Context: an optimization exercise on an open-source flow, tuned for small area, a short achievable clock period and few clock cycles. The choices shown serve that exercise and are no tape-out recipe.
The RTL was checked by simulation tests, not by an equivalence proof against the original design.
Power and IR drop assume default switching activity.

==> flow/design.v <==
module cost_min (
    input CLK,
    input RST,
    input Last,
    input [6:0] cost,
    output reg [9:0] MinCost,
    output reg [3:0] MatchCount,
    output reg Valid
);
    reg [9:0] Accumulator;
    reg [2:0] CheckCounter;
    reg RST_delay_0;
    reg RST_delay_1;
    reg RST_delay_2;
    reg RST_delay_3;
    wire Period_1;
    wire Period_5;
    assign Period_1 = (CheckCounter == 1);
    assign Period_5 = (CheckCounter == 5);
    always @(posedge CLK) begin
        RST_delay_0 <= RST;
        RST_delay_1 <= RST_delay_0;
        RST_delay_2 <= RST_delay_1;
        RST_delay_3 <= RST_delay_2;
    end
    always @(posedge CLK) begin
        if (RST_delay_1) begin
            Accumulator <= 0;
        end else begin
            if (Period_1) Accumulator <= cost;
            else Accumulator <= Accumulator + cost;
        end
    end
    always @(posedge CLK) begin
        if (RST_delay_1) begin
            CheckCounter <= 0;
        end else begin
            if (CheckCounter == 7) CheckCounter <= 0;
            else begin
                CheckCounter <= CheckCounter + 1;
            end
        end
    end
    reg [7:0] last_propagate;
    integer i;
    always @(posedge CLK) begin
        if (RST_delay_1) begin
            for (i = 0; i < 8; i = i + 1) last_propagate[i] <= 0;
            Valid <= 0;
        end else begin
            last_propagate[0] <= Last;
            for (i = 0; i < 7; i = i + 1) last_propagate[i+1] <= last_propagate[i];
            Valid <= last_propagate[7];
        end
    end
    reg [9:0] PreviousAcc;
    always @(posedge CLK) begin
        if (RST_delay_3)
            PreviousAcc <= {10{1'b1}}; 
        else begin
            if (Period_1) PreviousAcc <= Accumulator;
            else;   
        end
    end
    always @(posedge CLK) begin
        if (RST_delay_1) MinCost <= {10{1'b1}};
        else begin
            if (Period_1) begin
                MinCost <= (PreviousAcc < MinCost) ? PreviousAcc : MinCost;
            end else begin
                MinCost <= MinCost;   
            end
        end
    end
    always @(posedge CLK) begin
        if (RST) MatchCount <= 0;
        else begin
            if ((Period_5)) begin
                case ({
                    PreviousAcc < MinCost, PreviousAcc == MinCost
                })
                    2'b10:   MatchCount <= 1;
                    2'b01:   MatchCount <= MatchCount + 1;
                    default: MatchCount <= MatchCount;
                endcase
            end else begin
                MatchCount <= MatchCount;   
            end
        end
    end
endmodule
module order_output (
    input CLK,
    input RST,
    input [3*8-1:0] list,
    input enable,
    output reg [2:0] job,
    output reg [2:0] work,
    output reg last
);
    reg [2:0] worker_counter;
    reg [2:0] sequential_list[0:7];
    reg RST_delay;
    always @(posedge CLK) RST_delay <= RST;
    integer i;
    always @(posedge CLK) begin
        if (RST_delay) begin
            for (i = 0; i < 8; i = i + 1) sequential_list[i] <= i;
        end else if (enable) begin
            for (i = 0; i < 8; i = i + 1) sequential_list[i] <= list[i*3+:3];
        end else begin
            sequential_list[7] <= 3'd0;
            for (i = 0; i < 7; i = i + 1) sequential_list[i] <= sequential_list[i+1];
        end
    end
    always @(posedge CLK) begin
        if (RST_delay) begin
            job  <= 0;
            work <= 0;
        end else begin
            job  <= sequential_list[0];
            work <= worker_counter;
        end
    end
    always @(posedge CLK) begin
        if (RST_delay) begin
            worker_counter <= 0;
        end else begin
            if (enable) worker_counter <= 0;
            else worker_counter <= worker_counter + 1;
        end
    end
    wire last_one;
    assign last_one = (  (sequential_list[0]==7)&(sequential_list[1]==6)
                        &(sequential_list[2]==5)&(sequential_list[3]==4)
                        &(sequential_list[4]==3)&(sequential_list[5]==2)
                        &(sequential_list[6]==1)&(sequential_list[7]==0)
        &(worker_counter ==0) 
        ) ? 1'b1 : 1'b0;
    reg [2:0] last_one_propagte[0:7];
    always @(posedge CLK) begin   
        if (RST_delay) begin
            for (i = 0; i < 8; i = i + 1) last_one_propagte[i] <= 0;
            last <= 0;
        end else begin
            last_one_propagte[0] <= last_one;
            last <= last_one_propagte[7];
            for (i = 0; i < 7; i = i + 1) begin
                last_one_propagte[i+1] <= last_one_propagte[i];
            end
        end
    end
endmodule
module all_sort (
    input CLK,
    input RST,
    output [2:0] work,
    output [2:0] job,
    output all_sort_last
);
    localparam NUMBER_OF_WORK = 8;
    localparam COST_BIT = 7;
    localparam INDEX_BIT = 3;
    localparam COM_0 = 4;
    localparam COM_1 = 2;
    localparam ENABLE_CNT_NUM = 7;
    wire grt[0:NUMBER_OF_WORK-2];
    wire [2:0] switch_number_index;
    wire [COST_BIT-1:0] switch_value;
    wire [2:0] switch_point;
    reg [3*8-1:0] order_list;
    reg [2:0] list[0:NUMBER_OF_WORK-1];
    reg [2:0] list_0[0:NUMBER_OF_WORK-1];
    reg [2:0] list_1[0:NUMBER_OF_WORK-1];
    reg [2:0] list_2[0:NUMBER_OF_WORK-1];
    reg [2:0] list_3[0:NUMBER_OF_WORK-1];
    reg [2:0] switch_number_index_propagate[0:4];
    reg enable;
    reg [3:0] enable_cnt;
    reg [COST_BIT-1:0] list_switch_value[0:NUMBER_OF_WORK-1];
    reg [INDEX_BIT+COST_BIT-1:0] list_find_small_0[0:COM_0-1];
    reg [INDEX_BIT+COST_BIT-1:0] list_find_small_1[0:COM_1-1];
    reg [INDEX_BIT+COST_BIT-1:0] list_find_small_2;
    reg [2:0] list_switch[0:NUMBER_OF_WORK-1];
    reg [2:0] list_out[0:NUMBER_OF_WORK-1];
    reg [2:0] list_out_delay_0[0:NUMBER_OF_WORK-1];
    integer j;
    assign switch_value = list[(switch_number_index-1)];
    always @(posedge CLK) begin
        if (RST) begin
            for (j = 0; j < NUMBER_OF_WORK; j = j + 1) begin
                list[j]   <= 7 - j;
                list_0[j] <= 7 - j;
                list_1[j] <= 7 - j;
                list_2[j] <= 7 - j;
                list_3[j] <= 7 - j;
            end
        end else begin
            for (j = 0; j < NUMBER_OF_WORK; j = j + 1) begin
                list_0[j] <= list[j];
                list_1[j] <= list_0[j];
                list_2[j] <= list_1[j];
                list_3[j] <= list_2[j];
                if (enable) list[j] <= list_out_delay_0[j];
                else list[j] <= j;   
            end
        end
    end
    always @(posedge CLK) begin
        if (RST) begin
            for (j = 0; j < NUMBER_OF_WORK; j = j + 1) list_switch_value[j] <= j;
        end else begin
            for (j = 0; j < NUMBER_OF_WORK; j = j + 1)
            list_switch_value[j] <= (j > (switch_number_index - 1)) ? list[j] - switch_value : 7;  
        end
    end
    genvar t;
    generate
        for (t = 0; t < NUMBER_OF_WORK - 1; t = t + 1)
        begin : Greater_Than_Right
            assign grt[t] = list[t] < list[t+1];
        end
    endgenerate
    assign switch_number_index = 
                            grt[6] ? 4'd7   :
                            grt[5] ? 4'd6   :
                            grt[4] ? 4'd5   :
                            grt[3] ? 4'd4   :
                            grt[2] ? 4'd3   :
                            grt[1] ? 4'd2   :
                            grt[0] ? 4'd1   :   4'd0;
    always @(posedge CLK) begin
        if (RST) begin
            for (j = 0; j < COM_0; j = j + 1) list_find_small_0[j] <= 0;
        end else begin
            list_find_small_0[0] <= (list_switch_value[0] < list_switch_value[1]) ?  {{3'd0},{list_switch_value[0]}} : {{3'd1},{list_switch_value[1]}} ;
            list_find_small_0[1] <= (list_switch_value[2] < list_switch_value[3]) ?  {{3'd2},{list_switch_value[2]}} : {{3'd3},{list_switch_value[3]}} ;
            list_find_small_0[2] <= (list_switch_value[4] < list_switch_value[5]) ?  {{3'd4},{list_switch_value[4]}} : {{3'd5},{list_switch_value[5]}} ;
            list_find_small_0[3] <= (list_switch_value[6] < list_switch_value[7]) ?  {{3'd6},{list_switch_value[6]}} : {{3'd7},{list_switch_value[7]}} ;
        end
    end
    always @(posedge CLK) begin
        if (RST) begin
            for (j = 0; j < COM_1; j = j + 1) list_find_small_1[j] <= 0;
        end else begin
            list_find_small_1[0] <= list_find_small_0[0][COST_BIT-1:0] < list_find_small_0[1][COST_BIT-1:0] ? list_find_small_0[0]:list_find_small_0[1];
            list_find_small_1[1] <= list_find_small_0[2][COST_BIT-1:0] < list_find_small_0[3][COST_BIT-1:0] ? list_find_small_0[2]:list_find_small_0[3];
        end
    end
    always @(posedge CLK) begin
        if (RST) list_find_small_2 <= 0;
        else
            list_find_small_2 <=  list_find_small_1[0][COST_BIT-1:0]<list_find_small_1[1][COST_BIT-1:0] ? list_find_small_1[0]:list_find_small_1[1];
    end
    assign switch_point = list_find_small_2[INDEX_BIT+COST_BIT-1:INDEX_BIT+COST_BIT-3];
    always @(posedge CLK) begin
        if (RST) begin
            for (j = 0; j < 5; j = j + 1) switch_number_index_propagate[j] <= 7;
        end else begin
            switch_number_index_propagate[0] <= switch_number_index - 1;
            switch_number_index_propagate[1] <= switch_number_index_propagate[0];
            switch_number_index_propagate[2] <= switch_number_index_propagate[1];
            switch_number_index_propagate[3] <= switch_number_index_propagate[2];
            switch_number_index_propagate[4] <= switch_number_index_propagate[3];
        end
    end
    wire [2:0] reversed_point_switch;
    wire [2:0] reversed_point_reversed;
    assign reversed_point_switch = switch_number_index_propagate[3];
    assign reversed_point_reversed = (switch_number_index_propagate[3] == 7 ) ? 3'd6:switch_number_index_propagate[4];
    generate
        genvar k;
        for (k = 0; k < 8; k = k + 1) begin : SWITCH_TWO_NUMBER
            always @(posedge CLK) begin
                if (RST) begin
                    list_switch[k] <= k;
                end else begin   
                    if (reversed_point_switch == 7) begin   
                        list_switch[k] <= list_3[k];
                    end else begin
                        if (switch_point == k) list_switch[k] <= list_3[reversed_point_switch];
                        else if (reversed_point_switch == k) list_switch[k] <= list_3[switch_point];
                        else list_switch[k] <= list_3[k];
                    end
                end
            end
        end
    endgenerate
    always @(posedge CLK) begin
        if (RST) begin
            for (j = 0; j < NUMBER_OF_WORK; j = j + 1) begin
                list_out[j] <= j;
            end
        end else begin
            case (reversed_point_reversed)
                3'd0: begin
                    list_out[0] <= list_switch[0];
                    list_out[1] <= list_switch[7];
                    list_out[2] <= list_switch[6];
                    list_out[3] <= list_switch[5];
                    list_out[4] <= list_switch[4];
                    list_out[5] <= list_switch[3];
                    list_out[6] <= list_switch[2];
                    list_out[7] <= list_switch[1];
                end
                3'd1: begin
                    list_out[0] <= list_switch[0];
                    list_out[1] <= list_switch[1];
                    list_out[2] <= list_switch[7];
                    list_out[3] <= list_switch[6];
                    list_out[4] <= list_switch[5];
                    list_out[5] <= list_switch[4];
                    list_out[6] <= list_switch[3];
                    list_out[7] <= list_switch[2];
                end
                3'd2: begin
                    list_out[0] <= list_switch[0];
                    list_out[1] <= list_switch[1];
                    list_out[2] <= list_switch[2];
                    list_out[3] <= list_switch[7];
                    list_out[4] <= list_switch[6];
                    list_out[5] <= list_switch[5];
                    list_out[6] <= list_switch[4];
                    list_out[7] <= list_switch[3];
                end
                3'd3: begin
                    list_out[0] <= list_switch[0];
                    list_out[1] <= list_switch[1];
                    list_out[2] <= list_switch[2];
                    list_out[3] <= list_switch[3];
                    list_out[4] <= list_switch[7];
                    list_out[5] <= list_switch[6];
                    list_out[6] <= list_switch[5];
                    list_out[7] <= list_switch[4];
                end
                3'd4: begin
                    list_out[0] <= list_switch[0];
                    list_out[1] <= list_switch[1];
                    list_out[2] <= list_switch[2];
                    list_out[3] <= list_switch[3];
                    list_out[4] <= list_switch[4];
                    list_out[5] <= list_switch[7];
                    list_out[6] <= list_switch[6];
                    list_out[7] <= list_switch[5];
                end
                3'd5: begin
                    list_out[0] <= list_switch[0];
                    list_out[1] <= list_switch[1];
                    list_out[2] <= list_switch[2];
                    list_out[3] <= list_switch[3];
                    list_out[4] <= list_switch[4];
                    list_out[5] <= list_switch[5];
                    list_out[6] <= list_switch[7];
                    list_out[7] <= list_switch[6];
                end
                default: begin
                    list_out[0] <= list_switch[0];
                    list_out[1] <= list_switch[1];
                    list_out[2] <= list_switch[2];
                    list_out[3] <= list_switch[3];
                    list_out[4] <= list_switch[4];
                    list_out[5] <= list_switch[5];
                    list_out[6] <= list_switch[6];
                    list_out[7] <= list_switch[7];
                end
            endcase
        end
    end
    always @(posedge CLK) begin
        if (RST) begin
            for (j = 0; j < NUMBER_OF_WORK; j = j + 1) begin
                list_out_delay_0[j] <= 0;
            end
        end else begin
            for (j = 0; j < NUMBER_OF_WORK; j = j + 1) begin
                list_out_delay_0[j] <= list_out[j];
            end
        end
    end
    always @(posedge CLK) begin
        if (RST) begin
            enable_cnt <= 0;
        end else begin
            if (enable_cnt == ENABLE_CNT_NUM) begin
                enable_cnt <= 0;
            end else begin
                enable_cnt <= enable_cnt + 1'b1;
            end
        end
    end
    always @(posedge CLK) begin
        if (RST) begin
            enable <= 0;
        end else begin
            if (enable_cnt == ENABLE_CNT_NUM) begin
                enable <= 1;
            end else begin
                enable <= 0;
            end
        end
    end
    wire all_sort_enable;
    assign all_sort_enable = enable;
    always @(*) begin
        if (enable)
            order_list <= {
                list_out_delay_0[7],
                list_out_delay_0[6],
                list_out_delay_0[5],
                list_out_delay_0[4],
                list_out_delay_0[3],
                list_out_delay_0[2],
                list_out_delay_0[1],
                list_out_delay_0[0]
            };
        else order_list <= 24'b0;
    end
    wire ORDER_OUTPUT_last;
    order_output order_output_dut (
        .CLK(CLK),
        .RST(RST),
        .list(order_list),
        .enable(enable),
        .job(job),
        .work(work),
        .last(ORDER_OUTPUT_last)
    );
    assign all_sort_last = ORDER_OUTPUT_last;
endmodule
module JAM (
    input CLK,
    input RST,
    output [2:0] W,
    output [2:0] J,
    input [6:0] Cost,
    output [3:0] MatchCount,
    output [9:0] MinCost,
    output Valid
);
    wire Last_signal;
    cost_min cost_min_dut (
        .CLK(CLK),
        .RST(RST),
        .Last(Last_signal),
        .cost(Cost),
        .MinCost(MinCost),
        .MatchCount(MatchCount),
        .Valid(Valid)
    );
    all_sort all_sort_dut (
        .CLK(CLK),
        .RST(RST),
        .work(W),
        .job(J),
        .all_sort_last(Last_signal)
    );
endmodule
==> flow/run.sh <==
#!/bin/bash
# synth_recipe.tcl (not shown) runs the flow's synth.tcl, then flattens the netlist and writes it again
# the make line also repeats each setting of config.mk as NAME=value (left out here)
make -C /OpenROAD-flow-scripts/flow DESIGN_CONFIG=/design/flow/config.mk WORK_HOME=/design/flow/orfs CLKGATE_MAP_FILE= SYNTH_SCRIPT=/design/flow/synth_recipe.tcl finish
==> flow/config.mk <==
export PLATFORM = sky130hd
export DESIGN_NAME = JAM
export DESIGN_NICKNAME = JAM
export VERILOG_FILES = /design/flow/design.v
export SDC_FILE = /design/flow/constraint.sdc
export NUM_CORES = 4
export LEC_CHECK = 0
export CAP_MARGIN = 20
export CORE_MARGIN = 2
export CORE_UTILIZATION = 40
export SLEW_MARGIN = 20
==> flow/constraint.sdc <==
create_clock -name core_clock -period 10.0 [get_ports {CLK}]
set_input_delay 2.0000 -clock core_clock [delete_from_list [all_inputs] [get_ports {CLK}]]
set_output_delay 2.0000 -clock core_clock [all_outputs]
set_load 0.01 [all_outputs]
==> summary.txt <==
[area by class of cell]
class,instances,area share
timing repair buffer,43,0.02309
clock buffer,53,0.06461
inverter,81,0.01770
clock inverter,17,0.01216
sequential,367,0.4277
tap,511,0.03722
multi-input combinational,1073,0.4175
[cell usage in the layout (no fill, tap or decap), types with 32 or more instances in the layout]
cell type,netlist,final
nand2b_1,35,35
mux2i_1,35,35
nor2b_1,123,123
nor2_1,129,129
or2_2,51,51
inv_1,77,77
nor3_1,37,37
nand3_1,32,32
ha_1,87,87
nand2_1,117,117
dfxtp_1,367,367
clkbuf_16,0,40
a21oi_1,97,97
o21ai_0,53,53
[power breakdown]
group          total [uW]  switching, uW  internal [uW]
registers            1640           67.2           1570
logic                 611            355            256
clock network        1470            586            885
[cells in the mapped netlist, types with 37 or more instances]
master	n
nor2b_1	123
nand2_1	117
inv_1	77
nor2_1	129
a21oi_1	97
clkbuf_1	55
nor3_1	37
dfxtp_1	367
ha_1	87
or2_2	51
o21ai_0	53
[worst min-delay path by stage]
stage	from	end	slack, ps	cells after the start
after floorplan	cost_min_dut.RST_delay_2	cost_min_dut.RST_delay_3	310	0
after global placement	cost_min_dut.RST_delay_2	cost_min_dut.RST_delay_3	310	0
after detailed placement	cost_min_dut.RST_delay_2	cost_min_dut.RST_delay_3	320	0
after CTS	cost_min_dut.RST_delay_2	cost_min_dut.RST_delay_3	330	0
after global routing	cost_min_dut.RST_delay_2	cost_min_dut.RST_delay_3	340	0
final	cost_min_dut.RST_delay_2	cost_min_dut.RST_delay_3	330	0
[metrics by stage]
stage	hold slack, ps	total power [uW]	cells	util	area [um^2]
global route	342.9	3900	2145	0.4582	17180
floorplan	309.6	2103	1605	-	15170
global placement	312.3	2273	2075	0.4230	15860
detailed placement	319.3	2276	2075	0.4230	15860
finish	330.2	3722	2145	0.4582	17180
CTS	333.5	3751	2145	0.4582	17180
[layer usage]
metal  vias up  track usage  part of all wire
li1       5515            -                 -
met1      5212       0.2625              0.46
met2       330       0.3096              0.45
met3        90      0.03238             0.054
met4         0      0.07076             0.032
met5         -            0                 0
[critical path: stages (launching register included)]
cell and delay, ps:
dfxtp_1 410, inv_1 80, ha_1 310, a21o_1 190, o21ba_2 220, a211oi_1 50
o21ai_1 330, inv_2 190, ha_1 340, xnor2_1 570, a21oi_1 70, or3_1 570
ha_1 300, fa_1 500, nor3b_1 200, a211oi_1 70
[cells by family after synthesis]
group                      Yosys count
xor gates and xnor gates            17
AOI/OAI and AO/OA                  329
muxes                               49
and+or+nand+nor                    583
adders and majority gates           95
DFF                                367
buffers and inverters              165
[registers in the layout, indices dropped and copies added (netlist names), 12 cells and up]
name,cells
all_sort_dut.order_output_dut.sequential_list,24
all_sort_dut.list_find_small_1,12
all_sort_dut.list_switch,24
all_sort_dut.list_3,24
all_sort_dut.list_out_delay_0,24
all_sort_dut.list_out,24
all_sort_dut.switch_number_index_propagate,15
all_sort_dut.list_1,24
all_sort_dut.list_switch_value,29
all_sort_dut.list,24
all_sort_dut.list_2,24
all_sort_dut.list_find_small_0,19
all_sort_dut.list_0,24
==> summary.txt <==
Run status
  • Status: no timing/DRC/antenna violations

Logic synthesis
  • Simple-gate share of the synthesized area: 0.1986
  • Mux contribution to synthesized area: 0.04043
  • Post-synth EDFFs: 0
  • Xor and xnor fraction of the mapped netlist area: 0.01031
  • Combinational family with the most area after synthesis: simple AND/OR/NAND/NOR gates
  • Post-synthesis async set-or-reset flop share: 0
  • Dominant cells by area after synthesis: dfxtp_1, ha_1, nor2b_1
  • YS warnings: 17
  • Seq/Total Area, Yosys: 0.4844
  • Post-synth top area share: 0.4844
  • Post-Syn Area per Cell: between 9 and 10 um^2
  • Main flop type after synthesis: dfxtp_1
  • Mapped Area: between 15000 and 20000 um^2
  • Post-Syn Nets: 1709
  • Post-Synthesis Cells: roughly 1600
  • Largest area contributor in the netlist: dfxtp_1
  • Count of different cell masters after synthesis: 74
  • Synth Register Bits: ~370
  • Compound-gate portion of the synthesized area: 0.1412
  • Synthesized-area fraction occupied by adder cells: 0.08234

Worst setup path
  • Cells on worst reg2reg path: 15
  • CP Max Fanout: 11
  • CP required: approximately 10000 ps
  • Crit path arrival time: slightly below 5000 ps
  • Setup CP Type: flop to flop
  • Worst R2R Start: all_sort_dut.list[3][2]
  • Critical path destination: all_sort_dut.list_switch_value[5][1]
  • Critical Path Start: all_sort_dut.list[3][2]
  • CP Capture Type: flop
  • Startpoint types: flop
  • R2r setup slk: 5430 ps
  • Crit Reg-Reg Endpoint: all_sort_dut.list_switch_value[5][1]

STA
  • Relative max-transition margin: 0.3313
  • Max Slew Vio Count: 0
  • Fin crit share: 0.4575
  • Final Worst Setup Slack: between 5000 and 6000 ps
  • TNS Setup: 0 ps
  • Unrepaired setup endpoints after global routing: no
  • Fin. Hold Viols: 0
  • Final setup vio count: 0
  • Max Freq: ~220 MHz
  • Min Tclk post-route: ~4600 ps
  • Worst Max-Slew Pin Slew: about 1000 ps
  • Clk_skew: 20.90 ps

Die
  • Die area: 39490 um^2
  • Die span in y: approximately 200 um
  • Initial core utilization: 0.4045
  • # rows: 71
  • Die W: between 150 and 200 um
  • CORE AREA: about 37000 um^2
  • I/O pins: 30

Clocking
  • Clock transition at path regs: 60 ps
  • Clk sink count: between 300 and 400
  • CTS buffer count: 39
  • Maximum root-to-sink buffer count: 3
  • Post-CTS Setup Bufs: 0
  • Clock latency on the worst-skew pair: 540 ps
  • H-tree levels: 2
  • TritonCTS clock tree: yes
  • Hold buffer count at CTS: 0
  • CTS root buffer: clkbuf_16
  • PostCTS Resize Cnt: 0

Placement
  • Port bufs: 29
  • Gpl congestion: 0.9515
  • Post-DP HPWL: 26260 um
  • Place WS: between 5000 and 6000 ps

GRT
  • Number of global-route vias before repair: roughly 11000
  • Largest net degree at the start of global routing: 120
  • First-pass GRT wire length: ~60000 um
  • Total GRT Usage: 0.1934
  • Grt total ovfl: 0
  • Initial antenna violation count: 1

Drt
  • WL/cell: between 15 and 20 um
  • First-pass iteration count of the detailed router: 7
  • Number of DRC markers in iteration 0: 860
  • Final ANT Viol Nets: 0
  • Via density per instance: 5.197
  • Via count: roughly 11000
  • Detailed-route DRC error count: 0
  • Final WL: ~38000 um

Worst hold path
  • Tightest Hold Check Type: flop to flop

Layout
  • Area Growth Syn to Fin: 13.27%
  • Area occupied by multi-input gates: approximately 7000 um^2
  • Fill cells: about 3600
  • Reg area: ~7300 um^2
  • Antenna diodes: 0
  • Layout cells sized above 1: 0.09119
  • Final #Nets: around 1700

Power and ir drop
  • Maximum VDD drop: between 0.1 and 0.15 mV
  • Leakage: between 0.007 and 0.008 uW
  • Power Dens Cells: 216.7 nW/um^2

Job
  • Max cap viols: 0
Testbench counts, summed over its fixed seeds: cycles 5,806,278.

afterwards: timing with drivers on the ports:
No port has a modelled driver above. Below, the same layout with a new extraction and two added sets of constraints. Step 1 assumes that a clkbuf_16 drives the clock port and a buf_2 every other input. Step 2 also shifts input and output timing later by t, the mid clock arrival at the registers, as if the neighbouring blocks saw the same clock. Three values: no drivers, after step 1, after step 2; two values: the first two.
t (ns): 0.577
slack for setup (ns): 5.425 / 5.425 / 5.425
clock arrival spread, ns: 0.021 / 0.021
After both steps setup and hold are still met in this run. For this run, drivers alone change the setup slack by 0.000 ns; drivers and shift together by 0.000 ns.
